Background: an optimization exercise with open tools, aiming at small area, a short achievable clock period and few clock cycles per item. Do not read the settings as production practice. Where RTL was checked, it was by simulation tests only, not by an equivalence proof against the original. No functional check of the RTL was part of run 2. No activity file was given, so power comes from the tool's default toggle rates.

==> flow/design.v, too long to show whole: its modules and the start of the top module <==
// module fir: 650 lines
module fir (
    input  wire        ap_clk,
    input  wire        ap_rst,
    input  wire        ap_start,
    output wire        ap_done,
    output wire        ap_idle,
    output wire        ap_ready,
    output wire [31:0] y,
    output wire        y_ap_vld,
    output wire [3:0]  c_address0,
    output wire        c_ce0,
    input  wire [31:0] c_q0,
    input  wire [31:0] x
);
  // ...
==> flow/flow/run.sh <==
#!/bin/bash
# Standard ORFS layout, with two changes:
#  1. after the standard synthesis, flow/polarity.py re-chooses the polarity of the full adders
#     and XOR gates to drop inverters (same function, same registers);
#  2. ports are buffered with buf_2 instead of the flow's default buffer.
set -euo pipefail
W=$(pwd)
R=$W/orfs/results/$FLOW_PLATFORM/fir/base
bash standard.sh "$R/1_2_yosys.v" > synth.log 2>&1
cp "$R/1_2_yosys.v" "$W/1_2_yosys_standard.v"
python3 flow/polarity.py "$W/1_2_yosys_standard.v" "$R/1_2_yosys.v" > polarity.log 2>&1
export BUFFER_PORTS_ARGS="-buffer_cell sky130_fd_sc_hd__buf_2"
bash standard.sh > layout.log 2>&1
==> flow/flow/polarity.py <==
#!/usr/bin/env python3
"""Re-choose the polarity of full adders and XOR gates in a mapped sky130 netlist so that
fewer inverters are needed.  A full adder is self-dual (inverting all three inputs inverts
both outputs) and an XOR/XNOR gate absorbs an inversion on any pin by swapping xor2<->xnor2,
so inverters next to them can often be removed.  The function of the netlist is unchanged.

usage: polarity.py IN.v OUT.v
"""
import re, sys, collections

src = open(sys.argv[1]).read()

# --- parse the single flat module ------------------------------------------------------
inst_re = re.compile(r'^\s*(sky130_fd_sc_hd__\w+)\s+(\S+)\s*\((.*?)\);\s*$', re.S | re.M)
pin_re = re.compile(r'\.(\w+)\(\s*([^()]*?)\s*\)')
OUTS = {'X', 'Y', 'Q', 'Q_N', 'SUM', 'COUT', 'HI', 'LO'}

insts = []
for m in inst_re.finditer(src):
    typ, name, body = m.group(1), m.group(2), m.group(3)
    pins = [(p, n) for p, n in pin_re.findall(body)]
    insts.append({'type': typ, 'name': name, 'pins': pins, 'span': m.span()})

def base(t):
    return re.sub(r'^sky130_fd_sc_hd__', '', t)

def kind(t):
    b = base(t)
    if re.match(r'(clk)?inv_\d+$', b): return 'inv'
    if re.match(r'fa_\d+$', b): return 'fa'
    if re.match(r'xor2_\d+$', b): return 'xor'
    if re.match(r'xnor2_\d+$', b): return 'xnor'
    return 'other'

driver = {}
loads = collections.defaultdict(list)   # net -> [(inst idx, pin)]
for i, c in enumerate(insts):
    c['kind'] = kind(c['type'])
    for p, n in c['pins']:
        if p in OUTS:
            driver[n] = (i, p)
        else:
            loads[n].append((i, p))

port_nets = set()
for m in re.finditer(r'^\s*(input|output|inout)\s+(\[[^\]]*\]\s*)?([^;]+);', src, re.M):
    for n in m.group(3).split(','):
        port_nets.add(n.strip())
def is_port(n):
    b = re.sub(r'\[\d+\]$', '', n.strip())
    return n in port_nets or b in port_nets

# --- logical signals: collapse inverters that touch an FA or XOR ---------------------------
# an inverter is collapsible when its input net is not a port and its output net is not a port
# and the output feeds only cells (no port)
def flexible(i):
    return insts[i]['kind'] in ('fa', 'xor', 'xnor')

coll = set()
for i, c in enumerate(insts):
    if c['kind'] != 'inv':
        continue
    a = dict(c['pins'])['A']; y = dict(c['pins'])['Y']
    if is_port(a) or is_port(y) or a not in driver:
        continue
    d = driver[a][0]
    touches = flexible(d) or any(flexible(j) for j, _ in loads[y])
    if touches and all(insts[j]['kind'] != 'inv' for j, _ in loads[y]):
        coll.add(i)

# root(net) -> (root net, parity)
inv_of = {}
for i in coll:
    pd = dict(insts[i]['pins']); inv_of[pd['Y']] = pd['A']
def root(n):
    par = 0
    while n in inv_of:
        n = inv_of[n]; par ^= 1
    return n, par

# signal = root net; consumers: (inst, pin, extra parity)
sig_cons = collections.defaultdict(list)
for i, c in enumerate(insts):
    if i in coll:
        continue
    for p, n in c['pins']:
        if p in OUTS:
            continue
        r, par = root(n)
        sig_cons[r].append((i, p, par))

# variables: FA flip f[i]; XOR output flip q[i]
var = {i: 0 for i, c in enumerate(insts) if c['kind'] in ('fa', 'xor', 'xnor') and i not in coll}

def drv_pol(sig):
    if sig in driver:
        i, p = driver[sig]
        if i in var:
            return var[i]
    return 0

def req(i, par):
    """polarity (relative to the signal) that consumer i needs on a pin fed with parity par"""
    k = insts[i]['kind']
    if k == 'fa':
        return var[i] ^ par
    if k in ('xor', 'xnor'):
        return None            # takes either
    return par

def sig_cost(sig):
    d = drv_pol(sig)
    need_other = False
    for i, p, par in sig_cons.get(sig, []):
        r = req(i, par)
        if r is not None and r != d:
            need_other = True
    # a port driven with the wrong polarity also needs an inverter
    return 1 if need_other else 0

# signals touched by each variable
touch = collections.defaultdict(set)
for i in var:
    for p, n in insts[i]['pins']:
        if p in OUTS:
            touch[i].add(n)
        elif insts[i]['kind'] == 'fa':
            touch[i].add(root(n)[0])
fixed_out = set()
for n in driver:
    if is_port(n):
        fixed_out.add(n)

def can_flip(i):
    for p, n in insts[i]['pins']:
        if p in OUTS and (is_port(n) or n in fixed_out):
            return False
    return True

before = sum(sig_cost(s) for s in set(sig_cons) | set(driver))
improved = True
rounds = 0
while improved and rounds < 50:
    improved = False; rounds += 1
    for i in var:
        if not can_flip(i):
            continue
        sigs = touch[i]
        c0 = sum(sig_cost(s) for s in sigs)
        var[i] ^= 1
        c1 = sum(sig_cost(s) for s in sigs)
        if c1 < c0:
            improved = True
        else:
            var[i] ^= 1
after = sum(sig_cost(s) for s in set(sig_cons) | set(driver))

# --- rewrite ------------------------------------------------------------------------------
# physical net of signal s with polarity d = drv_pol(s) is the root net itself (driver output).
# the opposite polarity is a new inverter output net.
inv_net = {}
new_cells = []
cnt = [0]
def other(sig):
    if sig not in inv_net:
        cnt[0] += 1
        nn = f'_pol{cnt[0]}_'
        inv_net[sig] = nn
        sp = ' ' if sig.startswith(chr(92)) else ''
        new_cells.append(f'  sky130_fd_sc_hd__inv_1 _polinv{cnt[0]}_ (\n    .A({sig}{sp}),\n    .Y({nn})\n  );\n')
    return inv_net[sig]

new_type = {}
new_pins = {}
for i, c in enumerate(insts):
    if i in coll:
        continue
    k = c['kind']
    pins = []
    parity = 0
    for p, n in c['pins']:
        if p in OUTS:
            pins.append((p, n)); continue
        sig, par = root(n)
        d = drv_pol(sig)
        r = req(i, par)
        if r is None:          # XOR consumer: take the driver's polarity
            r = d
            parity ^= d ^ par  # received value = wanted ^ (d ^ par)
        pins.append((p, sig if r == d else other(sig)))
    new_pins[i] = pins
    if k in ('xor', 'xnor'):
        inv = parity ^ var[i] ^ (1 if k == 'xnor' else 0)
        t = c['type']
        size = re.search(r'_(\d+)$', t).group(1)
        new_type[i] = f'sky130_fd_sc_hd__{"xnor2" if inv else "xor2"}_{size}'
        outp = 'Y' if inv else 'X'     # xnor2 drives Y, xor2 drives X
        new_pins[i] = [((outp if p in OUTS else p), n) for p, n in new_pins[i]]

# nets that lost their driver (collapsed inverter outputs) are simply left unused
out = []
last = 0
for i, c in enumerate(insts):
    s, e = c['span']
    out.append(src[last:s])
    last = e
    if i in coll:
        continue
    t = new_type.get(i, c['type'])
    body = ',\n'.join(f'    .{p}({n}{" " if n.startswith(chr(92)) else ""})' for p, n in new_pins[i])
    out.append(f'  {t} {c["name"]} (\n{body}\n  );')
tail = src[last:]
em = tail.rfind('endmodule')
out.append(tail[:em])
# declare new nets
decl = ''.join(f'  wire {inv_net[s]};\n' for s in inv_net)
out.append(decl + ''.join(new_cells) + tail[em:])
txt = ''.join(out)
open(sys.argv[2], 'w').write(txt)
ninv_before = sum(1 for c in insts if c['kind'] == 'inv')
sys.stderr.write(f'polarity: {len(coll)} inverters collapsed, {len(new_cells)} added '
                 f'(cost {before} -> {after}), {ninv_before} inverters before\n')
==> flow/standard.sh <==
#!/bin/bash
# synth_recipe.tcl (not shown) runs the flow's synth.tcl, then flattens the netlist and writes it again
# the make line also repeats each setting of config.mk as NAME=value (left out here)
make -C /OpenROAD-flow-scripts/flow DESIGN_CONFIG=/design/flow/config.mk WORK_HOME=/design/flow/orfs CLKGATE_MAP_FILE= SYNTH_SCRIPT=/design/flow/synth_recipe.tcl "${@:-finish}"
==> flow/config.mk <==
export PLATFORM = sky130hd
export DESIGN_NAME = fir
export DESIGN_NICKNAME = fir
export VERILOG_FILES = /design/flow/design.v
export SDC_FILE = /design/flow/constraint.sdc
export NUM_CORES = 4
export LEC_CHECK = 0
export CAP_MARGIN = 5
export CORE_MARGIN = 2
export CORE_UTILIZATION = 70
export CTS_BUF_LIST = sky130_fd_sc_hd__clkbuf_8
export CTS_CLUSTER_DIAMETER = 70
export CTS_CLUSTER_SIZE = 22
export PLACE_DENSITY = 0.78
export SETUP_SLACK_MARGIN = 4.8
export SLEW_MARGIN = 5
export TNS_END_PERCENT = 30
==> flow/constraint.sdc <==
create_clock -name core_clock -period 8.5 [get_ports {ap_clk}]
set_input_delay 1.7000 -clock core_clock [delete_from_list [all_inputs] [get_ports {ap_clk}]]
set_output_delay 1.7000 -clock core_clock [all_outputs]
set_load 0.01 [all_outputs]
==> out/qor.yml, run 1 <==
drt:
  vias_per_cell: 6.02
  dr.first_iter.drc_count: 1472
  dr.pass1.iters: 9
  wl_met2_um: 27600
  wl_met1_um: 24100
  via_count: 16200
  top_layer_used: "met4"
  wire_per_inst_um: 22.0
power:
  p_switching_mw: 1.33
  p_sw_share_pct: 29.3
  p_seq_share_pct: 55.2
  p_total_mw: 4.56
  p_clk_share_pct: 26.7
sta:
  finalHoldViolCount: 0
  slew_headroom_pct: 56.0
  finalSetupViolCount: 0
  period_share_pct: 43.1
  worst_pin_slew_ns: 0.660
  fmax_mhz: 273
layout:
  post_route_cells_drive_above_1_share_pct: 13.9
  multi_input_area_mm2: 0.0140
  largest_reg_flops: 320
  sh_seq_area_pct: 37.3
  post-route-util_pct: 75.7
  stdcell_area_mm2: 0.0268
  regMostFlops: "ring"
  stdcell_count: 2691
worst_setup_path:
  crit_buf_inv: 3
  crit_path_cell_trace: "buf_2, inv_1, buf_2"
  cp_slowest_cell: "buf_2"
  reg2regPathDepth: 9
  startpoint: "ap_start"
clock_network:
  cts_setup_buffers: 9
  cts-root-buf: "clkbuf_8"
global_route:
  grt.met2_usage_pct: 53.2
  globalRouteMet1Util_pct: 43.9
  grt_max_degree: 62
die:
  die_h_um: 193
  die_x_um: 193
  num_io_pins: 108
run:
  max_cap_violations: 0
status:
  run_status: "complete, no violations"
min_path:
  hp-start: "ring[1][10]$_DFF_P_"
synth:
  syn_inst: 2189
Testbench counts, summed over its fixed seeds: cycles 24,000, items 1,600.
==> run 2: changes to the inputs <==
==> flow/design.v (replaced) <==
module fir (
    input  wire        ap_clk,
    input  wire        ap_rst,
    input  wire        ap_start,
    output wire        ap_done,
    output wire        ap_idle,
    output wire        ap_ready,
    output wire [31:0] y,
    output wire        y_ap_vld,
    output wire [3:0]  c_address0,
    output wire        c_ce0,
    input  wire [31:0] c_q0,
    input  wire [31:0] x
);
reg  [3:0]  cnt;       
reg  [3:0]  ph;        
reg  [3:0]  nvalid;    
reg         done_q;
reg         clr;       
reg  [31:0] ring [0:9];
reg  [31:0] c_reg;
reg  [15:0] dp1, dp2, dmn;    
reg  [31:0] accn_s, accn_c;   
wire busy_rd = (cnt <= 4'd10);
wire ld_ring = (cnt >= 4'd1) && (cnt <= 4'd10);
assign ap_idle    = ~ap_start;
assign ap_done    = done_q;
assign ap_ready   = done_q;
assign y_ap_vld   = done_q;
assign y          = c_reg;
assign c_ce0      = ap_start & busy_rd;
assign c_address0 = (cnt == 4'd10) ? 4'd0 : ((ph == 4'd9) ? 4'd1 : ph + 4'd2);
always @(posedge ap_clk) begin
    if (ap_rst) begin
        cnt    <= 4'd0;
        done_q <= 1'b0;
        clr    <= 1'b0;
        ph     <= 4'd0;
        nvalid <= 4'd0;
    end else begin
        if (cnt == 4'd0)
            cnt <= {3'd0, ap_start};
        else if (cnt == 4'd14)
            cnt <= 4'd0;
        else
            cnt <= cnt + 4'd1;
        done_q <= (cnt == 4'd13);
        clr    <= (cnt == 4'd1);
        if (done_q) begin
            ph <= (ph >= 4'd8) ? ph - 4'd8 : ph + 4'd2;
            if (nvalid != 4'd10)
                nvalid <= nvalid + 4'd1;
        end else begin
            ph <= (ph == 4'd9) ? 4'd0 : ph + 4'd1;
        end
    end
end
integer r;
always @(posedge ap_clk) begin
    for (r = 0; r < 9; r = r + 1)
        ring[r] <= ring[r + 1];
    ring[9] <= (ld_ring && ph == 4'd9) ? x : ring[0];
end
wire [31:0] dsel = (cnt == 4'd11) ? x : ((ph < nvalid) ? ring[0] : 32'd0);
wire [16:0] k;
assign k[0] = 1'b0;
genvar gi;
generate for (gi = 0; gi < 16; gi = gi + 1) begin : rec
    assign k[gi + 1] = dsel[2*gi+1] & (dsel[2*gi] | k[gi]);
end endgenerate
integer g;
always @(posedge ap_clk) begin
    c_reg <= (cnt == 4'd13) ? ~(accn_s + accn_c + 32'd1) : c_q0;    
    for (g = 0; g < 16; g = g + 1) begin
        dp1[g] <= ~dsel[2*g+1] & (dsel[2*g] ^ k[g]);
        dp2[g] <= dsel[2*g+1] ? ~(dsel[2*g] | k[g]) : (dsel[2*g] & k[g]);
        dmn[g] <= ~(dsel[2*g+1] & (dsel[2*g] ^ k[g]));
    end
end
wire [31:0] ppn0 = ~((c_reg[31:0] & {32{dp1[0]}}) | ({c_reg[30:0], 1'b0} & {32{dp2[0]}}) | (~c_reg[31:0] & {32{~dmn[0]}}));
wire [29:0] ppn1 = ~((c_reg[29:0] & {30{dp1[1]}}) | ({c_reg[28:0], 1'b0} & {30{dp2[1]}}) | (~c_reg[29:0] & {30{~dmn[1]}}));
wire [27:0] ppn2 = ~((c_reg[27:0] & {28{dp1[2]}}) | ({c_reg[26:0], 1'b0} & {28{dp2[2]}}) | (~c_reg[27:0] & {28{~dmn[2]}}));
wire [25:0] ppn3 = ~((c_reg[25:0] & {26{dp1[3]}}) | ({c_reg[24:0], 1'b0} & {26{dp2[3]}}) | (~c_reg[25:0] & {26{~dmn[3]}}));
wire [23:0] ppn4 = ~((c_reg[23:0] & {24{dp1[4]}}) | ({c_reg[22:0], 1'b0} & {24{dp2[4]}}) | (~c_reg[23:0] & {24{~dmn[4]}}));
wire [21:0] ppn5 = ~((c_reg[21:0] & {22{dp1[5]}}) | ({c_reg[20:0], 1'b0} & {22{dp2[5]}}) | (~c_reg[21:0] & {22{~dmn[5]}}));
wire [19:0] ppn6 = ~((c_reg[19:0] & {20{dp1[6]}}) | ({c_reg[18:0], 1'b0} & {20{dp2[6]}}) | (~c_reg[19:0] & {20{~dmn[6]}}));
wire [17:0] ppn7 = ~((c_reg[17:0] & {18{dp1[7]}}) | ({c_reg[16:0], 1'b0} & {18{dp2[7]}}) | (~c_reg[17:0] & {18{~dmn[7]}}));
wire [15:0] ppn8 = ~((c_reg[15:0] & {16{dp1[8]}}) | ({c_reg[14:0], 1'b0} & {16{dp2[8]}}) | (~c_reg[15:0] & {16{~dmn[8]}}));
wire [13:0] ppn9 = ~((c_reg[13:0] & {14{dp1[9]}}) | ({c_reg[12:0], 1'b0} & {14{dp2[9]}}) | (~c_reg[13:0] & {14{~dmn[9]}}));
wire [11:0] ppn10 = ~((c_reg[11:0] & {12{dp1[10]}}) | ({c_reg[10:0], 1'b0} & {12{dp2[10]}}) | (~c_reg[11:0] & {12{~dmn[10]}}));
wire [9:0] ppn11 = ~((c_reg[9:0] & {10{dp1[11]}}) | ({c_reg[8:0], 1'b0} & {10{dp2[11]}}) | (~c_reg[9:0] & {10{~dmn[11]}}));
wire [7:0] ppn12 = ~((c_reg[7:0] & {8{dp1[12]}}) | ({c_reg[6:0], 1'b0} & {8{dp2[12]}}) | (~c_reg[7:0] & {8{~dmn[12]}}));
wire [5:0] ppn13 = ~((c_reg[5:0] & {6{dp1[13]}}) | ({c_reg[4:0], 1'b0} & {6{dp2[13]}}) | (~c_reg[5:0] & {6{~dmn[13]}}));
wire [3:0] ppn14 = ~((c_reg[3:0] & {4{dp1[14]}}) | ({c_reg[2:0], 1'b0} & {4{dp2[14]}}) | (~c_reg[3:0] & {4{~dmn[14]}}));
wire [1:0] ppn15 = ~((c_reg[1:0] & {2{dp1[15]}}) | ({c_reg[0:0], 1'b0} & {2{dp2[15]}}) | (~c_reg[1:0] & {2{~dmn[15]}}));
wire [31:0] sn = accn_s | {32{clr}};
wire [31:0] cn = accn_c | {32{clr}};
wire s_1 = dmn[0] ^ sn[0] ^ cn[0];
wire c_2 = (dmn[0] & sn[0]) | (cn[0] & (dmn[0] ^ sn[0]));
wire s_3 = sn[1] ^ cn[1] ^ ppn0[1];
wire c_4 = (sn[1] & cn[1]) | (ppn0[1] & (sn[1] ^ cn[1]));
wire s_5 = dmn[1] ^ sn[2] ^ cn[2];
wire c_6 = (dmn[1] & sn[2]) | (cn[2] & (dmn[1] ^ sn[2]));
wire s_7 = ppn0[2] ^ ppn1[0] ^ s_5;
wire c_8 = (ppn0[2] & ppn1[0]) | (s_5 & (ppn0[2] ^ ppn1[0]));
wire s_9 = sn[3] ^ cn[3] ^ ppn0[3];
wire c_10 = (sn[3] & cn[3]) | (ppn0[3] & (sn[3] ^ cn[3]));
wire s_11 = ppn1[1] ^ c_6 ^ s_9;
wire c_12 = (ppn1[1] & c_6) | (s_9 & (ppn1[1] ^ c_6));
wire s_13 = dmn[2] ^ sn[4] ^ cn[4];
wire c_14 = (dmn[2] & sn[4]) | (cn[4] & (dmn[2] ^ sn[4]));
wire s_15 = ppn0[4] ^ ppn1[2] ^ ppn2[0];
wire c_16 = (ppn0[4] & ppn1[2]) | (ppn2[0] & (ppn0[4] ^ ppn1[2]));
wire s_17 = s_13 ^ c_10 ^ s_15;
wire c_18 = (s_13 & c_10) | (s_15 & (s_13 ^ c_10));
wire s_19 = sn[5] ^ cn[5] ^ ppn0[5];
wire c_20 = (sn[5] & cn[5]) | (ppn0[5] & (sn[5] ^ cn[5]));
wire s_21 = ppn1[3] ^ ppn2[1] ^ c_14;
wire c_22 = (ppn1[3] & ppn2[1]) | (c_14 & (ppn1[3] ^ ppn2[1]));
wire s_23 = c_16 ^ s_19 ^ s_21;
wire c_24 = (c_16 & s_19) | (s_21 & (c_16 ^ s_19));
wire s_25 = dmn[3] ^ sn[6] ^ cn[6];
wire c_26 = (dmn[3] & sn[6]) | (cn[6] & (dmn[3] ^ sn[6]));
wire s_27 = ppn0[6] ^ ppn1[4] ^ ppn2[2];
wire c_28 = (ppn0[6] & ppn1[4]) | (ppn2[2] & (ppn0[6] ^ ppn1[4]));
wire s_29 = ppn3[0] ^ s_25 ^ c_20;
wire c_30 = (ppn3[0] & s_25) | (c_20 & (ppn3[0] ^ s_25));
wire s_31 = s_27 ^ c_22 ^ s_29;
wire c_32 = (s_27 & c_22) | (s_29 & (s_27 ^ c_22));
wire s_33 = sn[7] ^ cn[7] ^ ppn0[7];
wire c_34 = (sn[7] & cn[7]) | (ppn0[7] & (sn[7] ^ cn[7]));
wire s_35 = ppn1[5] ^ ppn2[3] ^ ppn3[1];
wire c_36 = (ppn1[5] & ppn2[3]) | (ppn3[1] & (ppn1[5] ^ ppn2[3]));
wire s_37 = c_26 ^ c_28 ^ s_33;
wire c_38 = (c_26 & c_28) | (s_33 & (c_26 ^ c_28));
wire s_39 = s_35 ^ c_30 ^ s_37;
wire c_40 = (s_35 & c_30) | (s_37 & (s_35 ^ c_30));
wire s_41 = dmn[4] ^ sn[8] ^ cn[8];
wire c_42 = (dmn[4] & sn[8]) | (cn[8] & (dmn[4] ^ sn[8]));
wire s_43 = ppn0[8] ^ ppn1[6] ^ ppn2[4];
wire c_44 = (ppn0[8] & ppn1[6]) | (ppn2[4] & (ppn0[8] ^ ppn1[6]));
wire s_45 = ppn3[2] ^ ppn4[0] ^ s_41;
wire c_46 = (ppn3[2] & ppn4[0]) | (s_41 & (ppn3[2] ^ ppn4[0]));
wire s_47 = c_34 ^ c_36 ^ s_43;
wire c_48 = (c_34 & c_36) | (s_43 & (c_34 ^ c_36));
wire s_49 = s_45 ^ c_38 ^ s_47;
wire c_50 = (s_45 & c_38) | (s_47 & (s_45 ^ c_38));
wire s_51 = sn[9] ^ cn[9] ^ ppn0[9];
wire c_52 = (sn[9] & cn[9]) | (ppn0[9] & (sn[9] ^ cn[9]));
wire s_53 = ppn1[7] ^ ppn2[5] ^ ppn3[3];
wire c_54 = (ppn1[7] & ppn2[5]) | (ppn3[3] & (ppn1[7] ^ ppn2[5]));
wire s_55 = ppn4[1] ^ c_42 ^ c_44;
wire c_56 = (ppn4[1] & c_42) | (c_44 & (ppn4[1] ^ c_42));
wire s_57 = s_51 ^ s_53 ^ c_46;
wire c_58 = (s_51 & s_53) | (c_46 & (s_51 ^ s_53));
wire s_59 = c_48 ^ s_55 ^ s_57;
wire c_60 = (c_48 & s_55) | (s_57 & (c_48 ^ s_55));
wire s_61 = dmn[5] ^ sn[10] ^ cn[10];
wire c_62 = (dmn[5] & sn[10]) | (cn[10] & (dmn[5] ^ sn[10]));
wire s_63 = ppn0[10] ^ ppn1[8] ^ ppn2[6];
wire c_64 = (ppn0[10] & ppn1[8]) | (ppn2[6] & (ppn0[10] ^ ppn1[8]));
wire s_65 = ppn3[4] ^ ppn4[2] ^ ppn5[0];
wire c_66 = (ppn3[4] & ppn4[2]) | (ppn5[0] & (ppn3[4] ^ ppn4[2]));
wire s_67 = s_61 ^ c_52 ^ c_54;
wire c_68 = (s_61 & c_52) | (c_54 & (s_61 ^ c_52));
wire s_69 = s_63 ^ s_65 ^ c_56;
wire c_70 = (s_63 & s_65) | (c_56 & (s_63 ^ s_65));
wire s_71 = s_67 ^ c_58 ^ s_69;
wire c_72 = (s_67 & c_58) | (s_69 & (s_67 ^ c_58));
wire s_73 = sn[11] ^ cn[11] ^ ppn0[11];
wire c_74 = (sn[11] & cn[11]) | (ppn0[11] & (sn[11] ^ cn[11]));
wire s_75 = ppn1[9] ^ ppn2[7] ^ ppn3[5];
wire c_76 = (ppn1[9] & ppn2[7]) | (ppn3[5] & (ppn1[9] ^ ppn2[7]));
wire s_77 = ppn4[3] ^ ppn5[1] ^ c_62;
wire c_78 = (ppn4[3] & ppn5[1]) | (c_62 & (ppn4[3] ^ ppn5[1]));
wire s_79 = c_64 ^ c_66 ^ s_73;
wire c_80 = (c_64 & c_66) | (s_73 & (c_64 ^ c_66));
wire s_81 = s_75 ^ s_77 ^ c_68;
wire c_82 = (s_75 & s_77) | (c_68 & (s_75 ^ s_77));
wire s_83 = s_79 ^ c_70 ^ s_81;
wire c_84 = (s_79 & c_70) | (s_81 & (s_79 ^ c_70));
wire s_85 = dmn[6] ^ sn[12] ^ cn[12];
wire c_86 = (dmn[6] & sn[12]) | (cn[12] & (dmn[6] ^ sn[12]));
wire s_87 = ppn0[12] ^ ppn1[10] ^ ppn2[8];
wire c_88 = (ppn0[12] & ppn1[10]) | (ppn2[8] & (ppn0[12] ^ ppn1[10]));
wire s_89 = ppn3[6] ^ ppn4[4] ^ ppn5[2];
wire c_90 = (ppn3[6] & ppn4[4]) | (ppn5[2] & (ppn3[6] ^ ppn4[4]));
wire s_91 = ppn6[0] ^ s_85 ^ c_74;
wire c_92 = (ppn6[0] & s_85) | (c_74 & (ppn6[0] ^ s_85));
wire s_93 = c_76 ^ s_87 ^ s_89;
wire c_94 = (c_76 & s_87) | (s_89 & (c_76 ^ s_87));
wire s_95 = c_78 ^ c_80 ^ s_91;
wire c_96 = (c_78 & c_80) | (s_91 & (c_78 ^ c_80));
wire s_97 = s_93 ^ c_82 ^ s_95;
wire c_98 = (s_93 & c_82) | (s_95 & (s_93 ^ c_82));
wire s_99 = sn[13] ^ cn[13] ^ ppn0[13];
wire c_100 = (sn[13] & cn[13]) | (ppn0[13] & (sn[13] ^ cn[13]));
wire s_101 = ppn1[11] ^ ppn2[9] ^ ppn3[7];
wire c_102 = (ppn1[11] & ppn2[9]) | (ppn3[7] & (ppn1[11] ^ ppn2[9]));
wire s_103 = ppn4[5] ^ ppn5[3] ^ ppn6[1];
wire c_104 = (ppn4[5] & ppn5[3]) | (ppn6[1] & (ppn4[5] ^ ppn5[3]));
wire s_105 = c_86 ^ c_88 ^ c_90;
wire c_106 = (c_86 & c_88) | (c_90 & (c_86 ^ c_88));
wire s_107 = s_99 ^ s_101 ^ s_103;
wire c_108 = (s_99 & s_101) | (s_103 & (s_99 ^ s_101));
wire s_109 = c_92 ^ c_94 ^ s_105;
wire c_110 = (c_92 & c_94) | (s_105 & (c_92 ^ c_94));
wire s_111 = s_107 ^ c_96 ^ s_109;
wire c_112 = (s_107 & c_96) | (s_109 & (s_107 ^ c_96));
wire s_113 = dmn[7] ^ sn[14] ^ cn[14];
wire c_114 = (dmn[7] & sn[14]) | (cn[14] & (dmn[7] ^ sn[14]));
wire s_115 = ppn0[14] ^ ppn1[12] ^ ppn2[10];
wire c_116 = (ppn0[14] & ppn1[12]) | (ppn2[10] & (ppn0[14] ^ ppn1[12]));
wire s_117 = ppn3[8] ^ ppn4[6] ^ ppn5[4];
wire c_118 = (ppn3[8] & ppn4[6]) | (ppn5[4] & (ppn3[8] ^ ppn4[6]));
wire s_119 = ppn6[2] ^ ppn7[0] ^ s_113;
wire c_120 = (ppn6[2] & ppn7[0]) | (s_113 & (ppn6[2] ^ ppn7[0]));
wire s_121 = c_100 ^ c_102 ^ c_104;
wire c_122 = (c_100 & c_102) | (c_104 & (c_100 ^ c_102));
wire s_123 = s_115 ^ s_117 ^ s_119;
wire c_124 = (s_115 & s_117) | (s_119 & (s_115 ^ s_117));
wire s_125 = c_106 ^ c_108 ^ s_121;
wire c_126 = (c_106 & c_108) | (s_121 & (c_106 ^ c_108));
wire s_127 = s_123 ^ c_110 ^ s_125;
wire c_128 = (s_123 & c_110) | (s_125 & (s_123 ^ c_110));
wire s_129 = sn[15] ^ cn[15] ^ ppn0[15];
wire c_130 = (sn[15] & cn[15]) | (ppn0[15] & (sn[15] ^ cn[15]));
wire s_131 = ppn1[13] ^ ppn2[11] ^ ppn3[9];
wire c_132 = (ppn1[13] & ppn2[11]) | (ppn3[9] & (ppn1[13] ^ ppn2[11]));
wire s_133 = ppn4[7] ^ ppn5[5] ^ ppn6[3];
wire c_134 = (ppn4[7] & ppn5[5]) | (ppn6[3] & (ppn4[7] ^ ppn5[5]));
wire s_135 = ppn7[1] ^ c_114 ^ c_116;
wire c_136 = (ppn7[1] & c_114) | (c_116 & (ppn7[1] ^ c_114));
wire s_137 = c_118 ^ s_129 ^ s_131;
wire c_138 = (c_118 & s_129) | (s_131 & (c_118 ^ s_129));
wire s_139 = s_133 ^ c_120 ^ c_122;
wire c_140 = (s_133 & c_120) | (c_122 & (s_133 ^ c_120));
wire s_141 = s_135 ^ s_137 ^ c_124;
wire c_142 = (s_135 & s_137) | (c_124 & (s_135 ^ s_137));
wire s_143 = c_126 ^ s_139 ^ s_141;
wire c_144 = (c_126 & s_139) | (s_141 & (c_126 ^ s_139));
wire s_145 = dmn[8] ^ sn[16] ^ cn[16];
wire c_146 = (dmn[8] & sn[16]) | (cn[16] & (dmn[8] ^ sn[16]));
wire s_147 = ppn0[16] ^ ppn1[14] ^ ppn2[12];
wire c_148 = (ppn0[16] & ppn1[14]) | (ppn2[12] & (ppn0[16] ^ ppn1[14]));
wire s_149 = ppn3[10] ^ ppn4[8] ^ ppn5[6];
wire c_150 = (ppn3[10] & ppn4[8]) | (ppn5[6] & (ppn3[10] ^ ppn4[8]));
wire s_151 = ppn6[4] ^ ppn7[2] ^ ppn8[0];
wire c_152 = (ppn6[4] & ppn7[2]) | (ppn8[0] & (ppn6[4] ^ ppn7[2]));
wire s_153 = s_145 ^ c_130 ^ c_132;
wire c_154 = (s_145 & c_130) | (c_132 & (s_145 ^ c_130));
wire s_155 = c_134 ^ s_147 ^ s_149;
wire c_156 = (c_134 & s_147) | (s_149 & (c_134 ^ s_147));
wire s_157 = s_151 ^ c_136 ^ c_138;
wire c_158 = (s_151 & c_136) | (c_138 & (s_151 ^ c_136));
wire s_159 = s_153 ^ s_155 ^ c_140;
wire c_160 = (s_153 & s_155) | (c_140 & (s_153 ^ s_155));
wire s_161 = s_157 ^ c_142 ^ s_159;
wire c_162 = (s_157 & c_142) | (s_159 & (s_157 ^ c_142));
wire s_163 = sn[17] ^ cn[17] ^ ppn0[17];
wire c_164 = (sn[17] & cn[17]) | (ppn0[17] & (sn[17] ^ cn[17]));
wire s_165 = ppn1[15] ^ ppn2[13] ^ ppn3[11];
wire c_166 = (ppn1[15] & ppn2[13]) | (ppn3[11] & (ppn1[15] ^ ppn2[13]));
wire s_167 = ppn4[9] ^ ppn5[7] ^ ppn6[5];
wire c_168 = (ppn4[9] & ppn5[7]) | (ppn6[5] & (ppn4[9] ^ ppn5[7]));
wire s_169 = ppn7[3] ^ ppn8[1] ^ c_146;
wire c_170 = (ppn7[3] & ppn8[1]) | (c_146 & (ppn7[3] ^ ppn8[1]));
wire s_171 = c_148 ^ c_150 ^ c_152;
wire c_172 = (c_148 & c_150) | (c_152 & (c_148 ^ c_150));
wire s_173 = s_163 ^ s_165 ^ s_167;
wire c_174 = (s_163 & s_165) | (s_167 & (s_163 ^ s_165));
wire s_175 = s_169 ^ c_154 ^ c_156;
wire c_176 = (s_169 & c_154) | (c_156 & (s_169 ^ c_154));
wire s_177 = s_171 ^ s_173 ^ c_158;
wire c_178 = (s_171 & s_173) | (c_158 & (s_171 ^ s_173));
wire s_179 = s_175 ^ c_160 ^ s_177;
wire c_180 = (s_175 & c_160) | (s_177 & (s_175 ^ c_160));
wire s_181 = dmn[9] ^ sn[18] ^ cn[18];
wire c_182 = (dmn[9] & sn[18]) | (cn[18] & (dmn[9] ^ sn[18]));
wire s_183 = ppn0[18] ^ ppn1[16] ^ ppn2[14];
wire c_184 = (ppn0[18] & ppn1[16]) | (ppn2[14] & (ppn0[18] ^ ppn1[16]));
wire s_185 = ppn3[12] ^ ppn4[10] ^ ppn5[8];
wire c_186 = (ppn3[12] & ppn4[10]) | (ppn5[8] & (ppn3[12] ^ ppn4[10]));
wire s_187 = ppn6[6] ^ ppn7[4] ^ ppn8[2];
wire c_188 = (ppn6[6] & ppn7[4]) | (ppn8[2] & (ppn6[6] ^ ppn7[4]));
wire s_189 = ppn9[0] ^ s_181 ^ c_164;
wire c_190 = (ppn9[0] & s_181) | (c_164 & (ppn9[0] ^ s_181));
wire s_191 = c_166 ^ c_168 ^ s_183;
wire c_192 = (c_166 & c_168) | (s_183 & (c_166 ^ c_168));
wire s_193 = s_185 ^ s_187 ^ c_170;
wire c_194 = (s_185 & s_187) | (c_170 & (s_185 ^ s_187));
wire s_195 = c_172 ^ c_174 ^ s_189;
wire c_196 = (c_172 & c_174) | (s_189 & (c_172 ^ c_174));
wire s_197 = s_191 ^ s_193 ^ c_176;
wire c_198 = (s_191 & s_193) | (c_176 & (s_191 ^ s_193));
wire s_199 = s_195 ^ c_178 ^ s_197;
wire c_200 = (s_195 & c_178) | (s_197 & (s_195 ^ c_178));
wire s_201 = sn[19] ^ cn[19] ^ ppn0[19];
wire c_202 = (sn[19] & cn[19]) | (ppn0[19] & (sn[19] ^ cn[19]));
wire s_203 = ppn1[17] ^ ppn2[15] ^ ppn3[13];
wire c_204 = (ppn1[17] & ppn2[15]) | (ppn3[13] & (ppn1[17] ^ ppn2[15]));
wire s_205 = ppn4[11] ^ ppn5[9] ^ ppn6[7];
wire c_206 = (ppn4[11] & ppn5[9]) | (ppn6[7] & (ppn4[11] ^ ppn5[9]));
wire s_207 = ppn7[5] ^ ppn8[3] ^ ppn9[1];
wire c_208 = (ppn7[5] & ppn8[3]) | (ppn9[1] & (ppn7[5] ^ ppn8[3]));
wire s_209 = c_182 ^ c_184 ^ c_186;
wire c_210 = (c_182 & c_184) | (c_186 & (c_182 ^ c_184));
wire s_211 = c_188 ^ s_201 ^ s_203;
wire c_212 = (c_188 & s_201) | (s_203 & (c_188 ^ s_201));
wire s_213 = s_205 ^ s_207 ^ c_190;
wire c_214 = (s_205 & s_207) | (c_190 & (s_205 ^ s_207));
wire s_215 = c_192 ^ s_209 ^ s_211;
wire c_216 = (c_192 & s_209) | (s_211 & (c_192 ^ s_209));
wire s_217 = c_194 ^ c_196 ^ s_213;
wire c_218 = (c_194 & c_196) | (s_213 & (c_194 ^ c_196));
wire s_219 = s_215 ^ c_198 ^ s_217;
wire c_220 = (s_215 & c_198) | (s_217 & (s_215 ^ c_198));
wire s_221 = dmn[10] ^ sn[20] ^ cn[20];
wire c_222 = (dmn[10] & sn[20]) | (cn[20] & (dmn[10] ^ sn[20]));
wire s_223 = ppn0[20] ^ ppn1[18] ^ ppn2[16];
wire c_224 = (ppn0[20] & ppn1[18]) | (ppn2[16] & (ppn0[20] ^ ppn1[18]));
wire s_225 = ppn3[14] ^ ppn4[12] ^ ppn5[10];
wire c_226 = (ppn3[14] & ppn4[12]) | (ppn5[10] & (ppn3[14] ^ ppn4[12]));
wire s_227 = ppn6[8] ^ ppn7[6] ^ ppn8[4];
wire c_228 = (ppn6[8] & ppn7[6]) | (ppn8[4] & (ppn6[8] ^ ppn7[6]));
wire s_229 = ppn9[2] ^ ppn10[0] ^ s_221;
wire c_230 = (ppn9[2] & ppn10[0]) | (s_221 & (ppn9[2] ^ ppn10[0]));
wire s_231 = c_202 ^ c_204 ^ c_206;
wire c_232 = (c_202 & c_204) | (c_206 & (c_202 ^ c_204));
wire s_233 = c_208 ^ s_223 ^ s_225;
wire c_234 = (c_208 & s_223) | (s_225 & (c_208 ^ s_223));
wire s_235 = s_227 ^ s_229 ^ c_210;
wire c_236 = (s_227 & s_229) | (c_210 & (s_227 ^ s_229));
wire s_237 = c_212 ^ s_231 ^ s_233;
wire c_238 = (c_212 & s_231) | (s_233 & (c_212 ^ s_231));
wire s_239 = c_214 ^ s_235 ^ c_216;
wire c_240 = (c_214 & s_235) | (c_216 & (c_214 ^ s_235));
wire s_241 = s_237 ^ c_218 ^ s_239;
wire c_242 = (s_237 & c_218) | (s_239 & (s_237 ^ c_218));
wire s_243 = sn[21] ^ cn[21] ^ ppn0[21];
wire c_244 = (sn[21] & cn[21]) | (ppn0[21] & (sn[21] ^ cn[21]));
wire s_245 = ppn1[19] ^ ppn2[17] ^ ppn3[15];
wire c_246 = (ppn1[19] & ppn2[17]) | (ppn3[15] & (ppn1[19] ^ ppn2[17]));
wire s_247 = ppn4[13] ^ ppn5[11] ^ ppn6[9];
wire c_248 = (ppn4[13] & ppn5[11]) | (ppn6[9] & (ppn4[13] ^ ppn5[11]));
wire s_249 = ppn7[7] ^ ppn8[5] ^ ppn9[3];
wire c_250 = (ppn7[7] & ppn8[5]) | (ppn9[3] & (ppn7[7] ^ ppn8[5]));
wire s_251 = ppn10[1] ^ c_222 ^ c_224;
wire c_252 = (ppn10[1] & c_222) | (c_224 & (ppn10[1] ^ c_222));
wire s_253 = c_226 ^ c_228 ^ s_243;
wire c_254 = (c_226 & c_228) | (s_243 & (c_226 ^ c_228));
wire s_255 = s_245 ^ s_247 ^ s_249;
wire c_256 = (s_245 & s_247) | (s_249 & (s_245 ^ s_247));
wire s_257 = c_230 ^ c_232 ^ c_234;
wire c_258 = (c_230 & c_232) | (c_234 & (c_230 ^ c_232));
wire s_259 = s_251 ^ s_253 ^ s_255;
wire c_260 = (s_251 & s_253) | (s_255 & (s_251 ^ s_253));
wire s_261 = c_236 ^ c_238 ^ s_257;
wire c_262 = (c_236 & c_238) | (s_257 & (c_236 ^ c_238));
wire s_263 = s_259 ^ c_240 ^ s_261;
wire c_264 = (s_259 & c_240) | (s_261 & (s_259 ^ c_240));
wire s_265 = dmn[11] ^ sn[22] ^ cn[22];
wire c_266 = (dmn[11] & sn[22]) | (cn[22] & (dmn[11] ^ sn[22]));
wire s_267 = ppn0[22] ^ ppn1[20] ^ ppn2[18];
wire c_268 = (ppn0[22] & ppn1[20]) | (ppn2[18] & (ppn0[22] ^ ppn1[20]));
wire s_269 = ppn3[16] ^ ppn4[14] ^ ppn5[12];
wire c_270 = (ppn3[16] & ppn4[14]) | (ppn5[12] & (ppn3[16] ^ ppn4[14]));
wire s_271 = ppn6[10] ^ ppn7[8] ^ ppn8[6];
wire c_272 = (ppn6[10] & ppn7[8]) | (ppn8[6] & (ppn6[10] ^ ppn7[8]));
wire s_273 = ppn9[4] ^ ppn10[2] ^ ppn11[0];
wire c_274 = (ppn9[4] & ppn10[2]) | (ppn11[0] & (ppn9[4] ^ ppn10[2]));
wire s_275 = s_265 ^ c_244 ^ c_246;
wire c_276 = (s_265 & c_244) | (c_246 & (s_265 ^ c_244));
wire s_277 = c_248 ^ c_250 ^ s_267;
wire c_278 = (c_248 & c_250) | (s_267 & (c_248 ^ c_250));
wire s_279 = s_269 ^ s_271 ^ s_273;
wire c_280 = (s_269 & s_271) | (s_273 & (s_269 ^ s_271));
wire s_281 = c_252 ^ c_254 ^ c_256;
wire c_282 = (c_252 & c_254) | (c_256 & (c_252 ^ c_254));
wire s_283 = s_275 ^ s_277 ^ s_279;
wire c_284 = (s_275 & s_277) | (s_279 & (s_275 ^ s_277));
wire s_285 = c_258 ^ c_260 ^ s_281;
wire c_286 = (c_258 & c_260) | (s_281 & (c_258 ^ c_260));
wire s_287 = s_283 ^ c_262 ^ s_285;
wire c_288 = (s_283 & c_262) | (s_285 & (s_283 ^ c_262));
wire s_289 = sn[23] ^ cn[23] ^ ppn0[23];
wire c_290 = (sn[23] & cn[23]) | (ppn0[23] & (sn[23] ^ cn[23]));
wire s_291 = ppn1[21] ^ ppn2[19] ^ ppn3[17];
wire c_292 = (ppn1[21] & ppn2[19]) | (ppn3[17] & (ppn1[21] ^ ppn2[19]));
wire s_293 = ppn4[15] ^ ppn5[13] ^ ppn6[11];
wire c_294 = (ppn4[15] & ppn5[13]) | (ppn6[11] & (ppn4[15] ^ ppn5[13]));
wire s_295 = ppn7[9] ^ ppn8[7] ^ ppn9[5];
wire c_296 = (ppn7[9] & ppn8[7]) | (ppn9[5] & (ppn7[9] ^ ppn8[7]));
wire s_297 = ppn10[3] ^ ppn11[1] ^ c_266;
wire c_298 = (ppn10[3] & ppn11[1]) | (c_266 & (ppn10[3] ^ ppn11[1]));
wire s_299 = c_268 ^ c_270 ^ c_272;
wire c_300 = (c_268 & c_270) | (c_272 & (c_268 ^ c_270));
wire s_301 = c_274 ^ s_289 ^ s_291;
wire c_302 = (c_274 & s_289) | (s_291 & (c_274 ^ s_289));
wire s_303 = s_293 ^ s_295 ^ s_297;
wire c_304 = (s_293 & s_295) | (s_297 & (s_293 ^ s_295));
wire s_305 = c_276 ^ c_278 ^ c_280;
wire c_306 = (c_276 & c_278) | (c_280 & (c_276 ^ c_278));
wire s_307 = s_299 ^ s_301 ^ s_303;
wire c_308 = (s_299 & s_301) | (s_303 & (s_299 ^ s_301));
wire s_309 = c_282 ^ c_284 ^ s_305;
wire c_310 = (c_282 & c_284) | (s_305 & (c_282 ^ c_284));
wire s_311 = s_307 ^ c_286 ^ s_309;
wire c_312 = (s_307 & c_286) | (s_309 & (s_307 ^ c_286));
wire s_313 = dmn[12] ^ sn[24] ^ cn[24];
wire c_314 = (dmn[12] & sn[24]) | (cn[24] & (dmn[12] ^ sn[24]));
wire s_315 = ppn0[24] ^ ppn1[22] ^ ppn2[20];
wire c_316 = (ppn0[24] & ppn1[22]) | (ppn2[20] & (ppn0[24] ^ ppn1[22]));
wire s_317 = ppn3[18] ^ ppn4[16] ^ ppn5[14];
wire c_318 = (ppn3[18] & ppn4[16]) | (ppn5[14] & (ppn3[18] ^ ppn4[16]));
wire s_319 = ppn6[12] ^ ppn7[10] ^ ppn8[8];
wire c_320 = (ppn6[12] & ppn7[10]) | (ppn8[8] & (ppn6[12] ^ ppn7[10]));
wire s_321 = ppn9[6] ^ ppn10[4] ^ ppn11[2];
wire c_322 = (ppn9[6] & ppn10[4]) | (ppn11[2] & (ppn9[6] ^ ppn10[4]));
wire s_323 = ppn12[0] ^ s_313 ^ c_290;
wire c_324 = (ppn12[0] & s_313) | (c_290 & (ppn12[0] ^ s_313));
wire s_325 = c_292 ^ c_294 ^ c_296;
wire c_326 = (c_292 & c_294) | (c_296 & (c_292 ^ c_294));
wire s_327 = s_315 ^ s_317 ^ s_319;
wire c_328 = (s_315 & s_317) | (s_319 & (s_315 ^ s_317));
wire s_329 = s_321 ^ c_298 ^ c_300;
wire c_330 = (s_321 & c_298) | (c_300 & (s_321 ^ c_298));
wire s_331 = c_302 ^ s_323 ^ s_325;
wire c_332 = (c_302 & s_323) | (s_325 & (c_302 ^ s_323));
wire s_333 = s_327 ^ c_304 ^ c_306;
wire c_334 = (s_327 & c_304) | (c_306 & (s_327 ^ c_304));
wire s_335 = s_329 ^ s_331 ^ c_308;
wire c_336 = (s_329 & s_331) | (c_308 & (s_329 ^ s_331));
wire s_337 = s_333 ^ c_310 ^ s_335;
wire c_338 = (s_333 & c_310) | (s_335 & (s_333 ^ c_310));
wire s_339 = sn[25] ^ cn[25] ^ ppn0[25];
wire c_340 = (sn[25] & cn[25]) | (ppn0[25] & (sn[25] ^ cn[25]));
wire s_341 = ppn1[23] ^ ppn2[21] ^ ppn3[19];
wire c_342 = (ppn1[23] & ppn2[21]) | (ppn3[19] & (ppn1[23] ^ ppn2[21]));
wire s_343 = ppn4[17] ^ ppn5[15] ^ ppn6[13];
wire c_344 = (ppn4[17] & ppn5[15]) | (ppn6[13] & (ppn4[17] ^ ppn5[15]));
wire s_345 = ppn7[11] ^ ppn8[9] ^ ppn9[7];
wire c_346 = (ppn7[11] & ppn8[9]) | (ppn9[7] & (ppn7[11] ^ ppn8[9]));
wire s_347 = ppn10[5] ^ ppn11[3] ^ ppn12[1];
wire c_348 = (ppn10[5] & ppn11[3]) | (ppn12[1] & (ppn10[5] ^ ppn11[3]));
wire s_349 = c_314 ^ c_316 ^ c_318;
wire c_350 = (c_314 & c_316) | (c_318 & (c_314 ^ c_316));
wire s_351 = c_320 ^ c_322 ^ s_339;
wire c_352 = (c_320 & c_322) | (s_339 & (c_320 ^ c_322));
wire s_353 = s_341 ^ s_343 ^ s_345;
wire c_354 = (s_341 & s_343) | (s_345 & (s_341 ^ s_343));
wire s_355 = s_347 ^ c_324 ^ c_326;
wire c_356 = (s_347 & c_324) | (c_326 & (s_347 ^ c_324));
wire s_357 = c_328 ^ s_349 ^ s_351;
wire c_358 = (c_328 & s_349) | (s_351 & (c_328 ^ s_349));
wire s_359 = s_353 ^ c_330 ^ c_332;
wire c_360 = (s_353 & c_330) | (c_332 & (s_353 ^ c_330));
wire s_361 = s_355 ^ s_357 ^ c_334;
wire c_362 = (s_355 & s_357) | (c_334 & (s_355 ^ s_357));
wire s_363 = s_359 ^ c_336 ^ s_361;
wire c_364 = (s_359 & c_336) | (s_361 & (s_359 ^ c_336));
wire s_365 = dmn[13] ^ sn[26] ^ cn[26];
wire c_366 = (dmn[13] & sn[26]) | (cn[26] & (dmn[13] ^ sn[26]));
wire s_367 = ppn0[26] ^ ppn1[24] ^ ppn2[22];
wire c_368 = (ppn0[26] & ppn1[24]) | (ppn2[22] & (ppn0[26] ^ ppn1[24]));
wire s_369 = ppn3[20] ^ ppn4[18] ^ ppn5[16];
wire c_370 = (ppn3[20] & ppn4[18]) | (ppn5[16] & (ppn3[20] ^ ppn4[18]));
wire s_371 = ppn6[14] ^ ppn7[12] ^ ppn8[10];
wire c_372 = (ppn6[14] & ppn7[12]) | (ppn8[10] & (ppn6[14] ^ ppn7[12]));
wire s_373 = ppn9[8] ^ ppn10[6] ^ ppn11[4];
wire c_374 = (ppn9[8] & ppn10[6]) | (ppn11[4] & (ppn9[8] ^ ppn10[6]));
wire s_375 = ppn12[2] ^ ppn13[0] ^ s_365;
wire c_376 = (ppn12[2] & ppn13[0]) | (s_365 & (ppn12[2] ^ ppn13[0]));
wire s_377 = c_340 ^ c_342 ^ c_344;
wire c_378 = (c_340 & c_342) | (c_344 & (c_340 ^ c_342));
wire s_379 = c_346 ^ c_348 ^ s_367;
wire c_380 = (c_346 & c_348) | (s_367 & (c_346 ^ c_348));
wire s_381 = s_369 ^ s_371 ^ s_373;
wire c_382 = (s_369 & s_371) | (s_373 & (s_369 ^ s_371));
wire s_383 = s_375 ^ c_350 ^ c_352;
wire c_384 = (s_375 & c_350) | (c_352 & (s_375 ^ c_350));
wire s_385 = c_354 ^ s_377 ^ s_379;
wire c_386 = (c_354 & s_377) | (s_379 & (c_354 ^ s_377));
wire s_387 = s_381 ^ c_356 ^ c_358;
wire c_388 = (s_381 & c_356) | (c_358 & (s_381 ^ c_356));
wire s_389 = s_383 ^ s_385 ^ c_360;
wire c_390 = (s_383 & s_385) | (c_360 & (s_383 ^ s_385));
wire s_391 = s_387 ^ c_362 ^ s_389;
wire c_392 = (s_387 & c_362) | (s_389 & (s_387 ^ c_362));
wire s_393 = sn[27] ^ cn[27] ^ ppn0[27];
wire c_394 = (sn[27] & cn[27]) | (ppn0[27] & (sn[27] ^ cn[27]));
wire s_395 = ppn1[25] ^ ppn2[23] ^ ppn3[21];
wire c_396 = (ppn1[25] & ppn2[23]) | (ppn3[21] & (ppn1[25] ^ ppn2[23]));
wire s_397 = ppn4[19] ^ ppn5[17] ^ ppn6[15];
wire c_398 = (ppn4[19] & ppn5[17]) | (ppn6[15] & (ppn4[19] ^ ppn5[17]));
wire s_399 = ppn7[13] ^ ppn8[11] ^ ppn9[9];
wire c_400 = (ppn7[13] & ppn8[11]) | (ppn9[9] & (ppn7[13] ^ ppn8[11]));
wire s_401 = ppn10[7] ^ ppn11[5] ^ ppn12[3];
wire c_402 = (ppn10[7] & ppn11[5]) | (ppn12[3] & (ppn10[7] ^ ppn11[5]));
wire s_403 = ppn13[1] ^ c_366 ^ c_368;
wire c_404 = (ppn13[1] & c_366) | (c_368 & (ppn13[1] ^ c_366));
wire s_405 = c_370 ^ c_372 ^ c_374;
wire c_406 = (c_370 & c_372) | (c_374 & (c_370 ^ c_372));
wire s_407 = s_393 ^ s_395 ^ s_397;
wire c_408 = (s_393 & s_395) | (s_397 & (s_393 ^ s_395));
wire s_409 = s_399 ^ s_401 ^ c_376;
wire c_410 = (s_399 & s_401) | (c_376 & (s_399 ^ s_401));
wire s_411 = c_378 ^ c_380 ^ c_382;
wire c_412 = (c_378 & c_380) | (c_382 & (c_378 ^ c_380));
wire s_413 = s_403 ^ s_405 ^ s_407;
wire c_414 = (s_403 & s_405) | (s_407 & (s_403 ^ s_405));
wire s_415 = s_409 ^ c_384 ^ c_386;
wire c_416 = (s_409 & c_384) | (c_386 & (s_409 ^ c_384));
wire s_417 = s_411 ^ s_413 ^ c_388;
wire c_418 = (s_411 & s_413) | (c_388 & (s_411 ^ s_413));
wire s_419 = s_415 ^ c_390 ^ s_417;
wire c_420 = (s_415 & c_390) | (s_417 & (s_415 ^ c_390));
wire s_421 = dmn[14] ^ sn[28] ^ cn[28];
wire c_422 = (dmn[14] & sn[28]) | (cn[28] & (dmn[14] ^ sn[28]));
wire s_423 = ppn0[28] ^ ppn1[26] ^ ppn2[24];
wire c_424 = (ppn0[28] & ppn1[26]) | (ppn2[24] & (ppn0[28] ^ ppn1[26]));
wire s_425 = ppn3[22] ^ ppn4[20] ^ ppn5[18];
wire c_426 = (ppn3[22] & ppn4[20]) | (ppn5[18] & (ppn3[22] ^ ppn4[20]));
wire s_427 = ppn6[16] ^ ppn7[14] ^ ppn8[12];
wire c_428 = (ppn6[16] & ppn7[14]) | (ppn8[12] & (ppn6[16] ^ ppn7[14]));
wire s_429 = ppn9[10] ^ ppn10[8] ^ ppn11[6];
wire c_430 = (ppn9[10] & ppn10[8]) | (ppn11[6] & (ppn9[10] ^ ppn10[8]));
wire s_431 = ppn12[4] ^ ppn13[2] ^ ppn14[0];
wire c_432 = (ppn12[4] & ppn13[2]) | (ppn14[0] & (ppn12[4] ^ ppn13[2]));
wire s_433 = s_421 ^ c_394 ^ c_396;
wire c_434 = (s_421 & c_394) | (c_396 & (s_421 ^ c_394));
wire s_435 = c_398 ^ c_400 ^ c_402;
wire c_436 = (c_398 & c_400) | (c_402 & (c_398 ^ c_400));
wire s_437 = s_423 ^ s_425 ^ s_427;
wire c_438 = (s_423 & s_425) | (s_427 & (s_423 ^ s_425));
wire s_439 = s_429 ^ s_431 ^ c_404;
wire c_440 = (s_429 & s_431) | (c_404 & (s_429 ^ s_431));
wire s_441 = c_406 ^ c_408 ^ s_433;
wire c_442 = (c_406 & c_408) | (s_433 & (c_406 ^ c_408));
wire s_443 = s_435 ^ s_437 ^ c_410;
wire c_444 = (s_435 & s_437) | (c_410 & (s_435 ^ s_437));
wire s_445 = c_412 ^ s_439 ^ c_414;
wire c_446 = (c_412 & s_439) | (c_414 & (c_412 ^ s_439));
wire s_447 = s_441 ^ s_443 ^ c_416;
wire c_448 = (s_441 & s_443) | (c_416 & (s_441 ^ s_443));
wire s_449 = s_445 ^ c_418 ^ s_447;
wire c_450 = (s_445 & c_418) | (s_447 & (s_445 ^ c_418));
wire s_451 = sn[29] ^ cn[29] ^ ppn0[29];
wire c_452 = (sn[29] & cn[29]) | (ppn0[29] & (sn[29] ^ cn[29]));
wire s_453 = ppn1[27] ^ ppn2[25] ^ ppn3[23];
wire c_454 = (ppn1[27] & ppn2[25]) | (ppn3[23] & (ppn1[27] ^ ppn2[25]));
wire s_455 = ppn4[21] ^ ppn5[19] ^ ppn6[17];
wire c_456 = (ppn4[21] & ppn5[19]) | (ppn6[17] & (ppn4[21] ^ ppn5[19]));
wire s_457 = ppn7[15] ^ ppn8[13] ^ ppn9[11];
wire c_458 = (ppn7[15] & ppn8[13]) | (ppn9[11] & (ppn7[15] ^ ppn8[13]));
wire s_459 = ppn10[9] ^ ppn11[7] ^ ppn12[5];
wire c_460 = (ppn10[9] & ppn11[7]) | (ppn12[5] & (ppn10[9] ^ ppn11[7]));
wire s_461 = ppn13[3] ^ ppn14[1] ^ c_422;
wire c_462 = (ppn13[3] & ppn14[1]) | (c_422 & (ppn13[3] ^ ppn14[1]));
wire s_463 = c_424 ^ c_426 ^ c_428;
wire c_464 = (c_424 & c_426) | (c_428 & (c_424 ^ c_426));
wire s_465 = c_430 ^ c_432 ^ s_451;
wire c_466 = (c_430 & c_432) | (s_451 & (c_430 ^ c_432));
wire s_467 = s_453 ^ s_455 ^ s_457;
wire c_468 = (s_453 & s_455) | (s_457 & (s_453 ^ s_455));
wire s_469 = s_459 ^ s_461 ^ c_434;
wire c_470 = (s_459 & s_461) | (c_434 & (s_459 ^ s_461));
wire s_471 = c_436 ^ c_438 ^ s_463;
wire c_472 = (c_436 & c_438) | (s_463 & (c_436 ^ c_438));
wire s_473 = s_465 ^ s_467 ^ c_440;
wire c_474 = (s_465 & s_467) | (c_440 & (s_465 ^ s_467));
wire s_475 = c_442 ^ s_469 ^ s_471;
wire c_476 = (c_442 & s_469) | (s_471 & (c_442 ^ s_469));
wire s_477 = c_444 ^ s_473 ^ c_446;
wire c_478 = (c_444 & s_473) | (c_446 & (c_444 ^ s_473));
wire s_479 = s_475 ^ c_448 ^ s_477;
wire c_480 = (s_475 & c_448) | (s_477 & (s_475 ^ c_448));
wire s_481 = dmn[15] ^ sn[30] ^ cn[30];
wire c_482 = (dmn[15] & sn[30]) | (cn[30] & (dmn[15] ^ sn[30]));
wire s_483 = ppn0[30] ^ ppn1[28] ^ ppn2[26];
wire c_484 = (ppn0[30] & ppn1[28]) | (ppn2[26] & (ppn0[30] ^ ppn1[28]));
wire s_485 = ppn3[24] ^ ppn4[22] ^ ppn5[20];
wire c_486 = (ppn3[24] & ppn4[22]) | (ppn5[20] & (ppn3[24] ^ ppn4[22]));
wire s_487 = ppn6[18] ^ ppn7[16] ^ ppn8[14];
wire c_488 = (ppn6[18] & ppn7[16]) | (ppn8[14] & (ppn6[18] ^ ppn7[16]));
wire s_489 = ppn9[12] ^ ppn10[10] ^ ppn11[8];
wire c_490 = (ppn9[12] & ppn10[10]) | (ppn11[8] & (ppn9[12] ^ ppn10[10]));
wire s_491 = ppn12[6] ^ ppn13[4] ^ ppn14[2];
wire c_492 = (ppn12[6] & ppn13[4]) | (ppn14[2] & (ppn12[6] ^ ppn13[4]));
wire s_493 = ppn15[0] ^ s_481 ^ c_452;
wire c_494 = (ppn15[0] & s_481) | (c_452 & (ppn15[0] ^ s_481));
wire s_495 = c_454 ^ c_456 ^ c_458;
wire c_496 = (c_454 & c_456) | (c_458 & (c_454 ^ c_456));
wire s_497 = c_460 ^ s_483 ^ s_485;
wire c_498 = (c_460 & s_483) | (s_485 & (c_460 ^ s_483));
wire s_499 = s_487 ^ s_489 ^ s_491;
wire c_500 = (s_487 & s_489) | (s_491 & (s_487 ^ s_489));
wire s_501 = c_462 ^ c_464 ^ c_466;
wire c_502 = (c_462 & c_464) | (c_466 & (c_462 ^ c_464));
wire s_503 = c_468 ^ s_493 ^ s_495;
wire c_504 = (c_468 & s_493) | (s_495 & (c_468 ^ s_493));
wire s_505 = s_497 ^ s_499 ^ c_470;
wire c_506 = (s_497 & s_499) | (c_470 & (s_497 ^ s_499));
wire s_507 = c_472 ^ s_501 ^ s_503;
wire c_508 = (c_472 & s_501) | (s_503 & (c_472 ^ s_501));
wire s_509 = c_474 ^ s_505 ^ c_476;
wire c_510 = (c_474 & s_505) | (c_476 & (c_474 ^ s_505));
wire s_511 = s_507 ^ c_478 ^ s_509;
wire c_512 = (s_507 & c_478) | (s_509 & (s_507 ^ c_478));
wire s_513 = ~(sn[31] ^ cn[31]);
wire s_514 = ~(s_513 ^ ppn0[31]);
wire s_515 = ~(ppn1[29] ^ ppn2[27]);
wire s_516 = ~(ppn3[25] ^ ppn4[23]);
wire s_517 = ~(ppn5[21] ^ ppn6[19]);
wire s_518 = ~(ppn7[17] ^ ppn8[15]);
wire s_519 = ~(ppn9[13] ^ ppn10[11]);
wire s_520 = ~(ppn11[9] ^ ppn12[7]);
wire s_521 = ~(ppn13[5] ^ ppn14[3]);
wire s_522 = ~(ppn15[1] ^ c_482);
wire s_523 = ~(s_514 ^ s_515);
wire s_524 = ~(s_516 ^ s_517);
wire s_525 = ~(s_518 ^ s_519);
wire s_526 = ~(s_520 ^ s_521);
wire s_527 = ~(s_522 ^ s_523);
wire s_528 = ~(s_524 ^ s_525);
wire s_529 = ~(s_526 ^ c_484);
wire s_530 = ~(c_486 ^ c_488);
wire s_531 = ~(c_490 ^ c_492);
wire s_532 = ~(s_527 ^ s_528);
wire s_533 = ~(s_529 ^ s_530);
wire s_534 = ~(s_531 ^ s_532);
wire s_535 = ~(s_533 ^ c_494);
wire s_536 = ~(c_496 ^ c_498);
wire s_537 = ~(c_500 ^ s_534);
wire s_538 = ~(s_535 ^ s_536);
wire s_539 = ~(s_537 ^ s_538);
wire s_540 = ~(c_502 ^ c_504);
wire s_541 = ~(s_539 ^ s_540);
wire s_542 = ~(c_506 ^ s_541);
wire s_543 = ~(c_508 ^ s_542);
wire s_544 = ~(s_543 ^ c_510);
wire [31:0] nxt_sn = {s_544, c_480, c_450, c_420, c_392, c_364, c_338, c_312, c_288, c_264, c_242, c_220, c_200, c_180, c_162, c_144, c_128, c_112, c_98, c_84, c_72, c_60, c_50, c_40, c_32, c_24, c_18, c_12, c_8, c_4, c_2, ppn0[0]};
wire [31:0] nxt_cn = {c_512, s_511, s_479, s_449, s_419, s_391, s_363, s_337, s_311, s_287, s_263, s_241, s_219, s_199, s_179, s_161, s_143, s_127, s_111, s_97, s_83, s_71, s_59, s_49, s_39, s_31, s_23, s_17, s_11, s_7, s_3, s_1};
always @(posedge ap_clk) begin
    accn_s <= nxt_sn;
    accn_c <= nxt_cn;
end
endmodule
==> flow/config.mk (replaced) <==
export PLATFORM = sky130hd
export DESIGN_NAME = fir
export DESIGN_NICKNAME = fir
export VERILOG_FILES = /design/flow/design.v
export SDC_FILE = /design/flow/constraint.sdc
export NUM_CORES = 4
export LEC_CHECK = 0
export CAP_MARGIN = 20
export CORE_MARGIN = 2
export CORE_UTILIZATION = 60
export CTS_BUF_LIST = sky130_fd_sc_hd__clkbuf_8
export CTS_CLUSTER_DIAMETER = 60
export CTS_CLUSTER_SIZE = 16
export PLACE_DENSITY = 0.7
export SETUP_SLACK_MARGIN = 4.7
export SLEW_MARGIN = 20
==> out/qor.yml, run 2 <==
global_route:
  grt_pass1_wl_um: 103000
  first_global_vias: 18200
  grt_usage_pct: 32.7
  grt_antenna_before_repair: 1
  grt_max_degree: 57  # -8.1%
  grt.overflow.total: 0
synth:
  syn_inst: 2240  # +2.3%
  synth_warnings: 2
  synth_area_mm2: 0.0240
  synth.avg_cell_area_um2: 10.7
  syn_nets: 2636
clock_network:
  clk_latency_ns: 0.65
  htreeDepth: 2
  tritoncts: "done"
  path_clk_slew_ns: 0.10
  cts-root-buf: "clkbuf_8"
  cts_buffers: 42
  hold_buffers: 0
  clockBufferDepth: 3
  cts.sinks: 478
layout:
  area_growth_pct: 17.1
  stdcell_area_mm2: 0.0281  # +5.1%
  layout_commonest_cell: "dfxtp_1"
  regMostFlops: "ring"
  largest_reg_flops: 320  # unchanged
  post_route_cells_drive_above_1_share_pct: 26.4  # +13 points
  n_fill_cell: 2854
  layout.nets: 2730
  final_cell_mix: "425 x dfxtp_1, 299 x nor2_1, 212 x fa_1"
drt:
  wl_met2_um: 30500  # +11%
  dr.pass1.iters: 10  # +1
  wl_um: 71300
  wl_met1_um: 27200  # +13%
  top_layer_used: "met5"
  drc_errors: 0
  wire_per_inst_um: 24.8  # +13%
  ant_nets: 0
  vias_per_cell: 6.36  # +5.7%
  wl_met3_um: 9170
  dr.first_iter.drc_count: 2513  # +71%
  via_count: 18300  # +13%
worst_setup_path:
  cp_slowest_cell: "dfxtp_4"
  required_ns: 9.03
  cp.arrival_ns: 7.18
  path_common_cell: "ha_4"
  startpoint_type: "flop"
  cpPeakStageDelay_ns: 0.39
  worstSetupEndpointType: "flop"
  crit_fanout: 7
  critPathKind: "flop to flop"
die:
  num_io_pins: 108  # unchanged
  die_x_um: 204  # +5.8%
  dieArea_mm2: 0.0417
  die_h_um: 204  # +5.8%
  rows: 73
  start_util_pct: 60.6
  core_mm2: 0.0396
sta:
  fmax_mhz: 150  # -45%
  slew_viol_final: 0
  setup_slack_ns: 1.85
  finalSetupViolCount: 0  # unchanged
  rsz0062_at_grt: "yes"
  fin_crit_ns: 6.65
  worst_pin_slew_ns: 0.981  # +0.320 ns
  setup_tns_ns: 0
  slew_headroom_pct: 34.4  # -22 points
  finalHoldViolCount: 0  # unchanged
  period_share_pct: 78.3  # +35 points
  skew_ns: 0.0409
power:
  p_sw_share_pct: 31.3  # +2.0 points
  p_clk_share_pct: 26.5  # -0.2 points
  p_seq_share_pct: 49.8  # -5.4 points
  p_int_mw: 3.32
  p_comb_share_pct: 23.7
  ir_worst_vdd_uv: 189
  p_per_area_mw_per_mm2: 172
  leakage_nw: 10.2
  p_switching_mw: 1.52  # +14%
min_path:
  min_path_type: "flop to flop"
status:
  run_status: "complete, no violations"
run:
  max_cap_violations: 0  # unchanged
placement:
  port_buffers: 107
  gp_congestion: 0.900
  place_area_mm2: 0.0253
  hpwl_um: 42100
  dp_slack_ns: 1.41
==> run 2: final timing paths <==
check | cells past startpoint | end | slack, ns | start
worst min-delay path | 0 | ring[6][25]$_DFF_P_ | 0.31 | ring[7][25]$_DFF_P_
worst max-delay path | 39 | dp2[15]$_DFF_P_ | 1.85 | ph[1]$_SDFFE_PP0P_
worst max register to register | 39 | dp2[15]$_DFF_P_ | 1.85 | ph[1]$_SDFFE_PP0P_
worst min register to register | 0 | ring[6][25]$_DFF_P_ | 0.31 | ring[7][25]$_DFF_P_
==> run 2: cell type report <==
class	count	area, µm²	area share [%]
Clock buffer	42	578	2.05
Antenna cell	2	5.00	0.0178
Tap cell	525	657	2.33
Timing Repair Buffer	247	2450	8.72
Clock inverter	16	173	0.614
Inverter	128	488	1.73
Multi-Input combinational cell	1437	14100	49.9
Sequential cell	478	9730	34.6
==> run 2: critical path, delay by kind of cell (launching register included) <==
family | cells | cell delay, ns
buffers and inverters | 1 | 0.16
AO/OA/AOI/OAI | 6 | 0.82
multiplexers | 1 | 0.24
flip-flops | 1 | 0.39
AND/OR/NAND/NOR | 15 | 2.29
adder cells (fa/ha/maj) | 16 | 2.63
==> run 2: metal layers <==
metal | track usage, % | vias to the layer above
met5 | 0 | -
met4 | 13.5 | 2
met3 | 9.02 | 351
met2 | 50.8 | 1270
met1 | 43.3 | 8803
li1 | - | 7872
==> run 2: power by group through the flow <==
stage / logic [mW] / registers, mW / clock network [mW]
2_1_floorplan: 0.813 / 2.43 / 0
4_1_cts: 1.09 / 2.41 / 1.31
5_1_grt: 1.26 / 2.42 / 1.40
6_report: 1.15 / 2.41 / 1.28
3_3_place_gp: 1.01 / 2.46 / 0
3_5_place_dp: 1.04 / 2.46 / 0
==> run 2: timing repair <==
item                       in CTS  in global routing
setup endpoints to repair      63                 57
gates cloned                    9                 10
buffers inserted               22                 62
pin swaps                      34                 43
resized for setup             138                130
==> run 2: through the flow <==
step / power [mW] / hold slack, ns / std cells / utilization, %
floorplan: 3.24 / 0.310 / 2240 / -
global placement: 3.47 / 0.310 / 2712 / 63.7
detailed placement: 3.50 / 0.312 / 2712 / 63.7
CTS: 4.81 / 0.320 / 2801 / 67.9
global route: 5.08 / 0.329 / 2873 / 71.0
finish: 4.84 / 0.314 / 2875 / 71.0

static timing again, ports no longer ideal:
Ports are ideal in the flow. The routed layouts listed here were re-timed in OpenROAD. Step 1 sets driving cells, clkbuf_16 on the clock port and buf_2 on the other inputs (assumed; they add their load-dependent delay and slew). Step 2 also shifts input and output timing later by t, the mid clock arrival at the registers, as if the neighbouring blocks saw the same clock. Three values: ideal ports, drivers, drivers and shift; two values: the first two.
| run | t (ns) | slack for setup (ns) | hold WS [ns] | worst register clock-pin slew, ns |
|---|---|---|---|---|
| run 1 | 0.639 | 4.837 / 4.818 / 4.818 | 0.309 / 0.309 / 0.309 | 0.12 / 0.12 |
| run 2 | 0.688 | 1.845 / 1.845 / 1.403 | 0.314 / 0.314 / 0.314 | 0.10 / 0.10 |
After both steps every run listed still meets setup and hold. The setup slack of run 2, which loses most, moves by 0.000 ns with the drivers and by -0.442 ns with both steps.
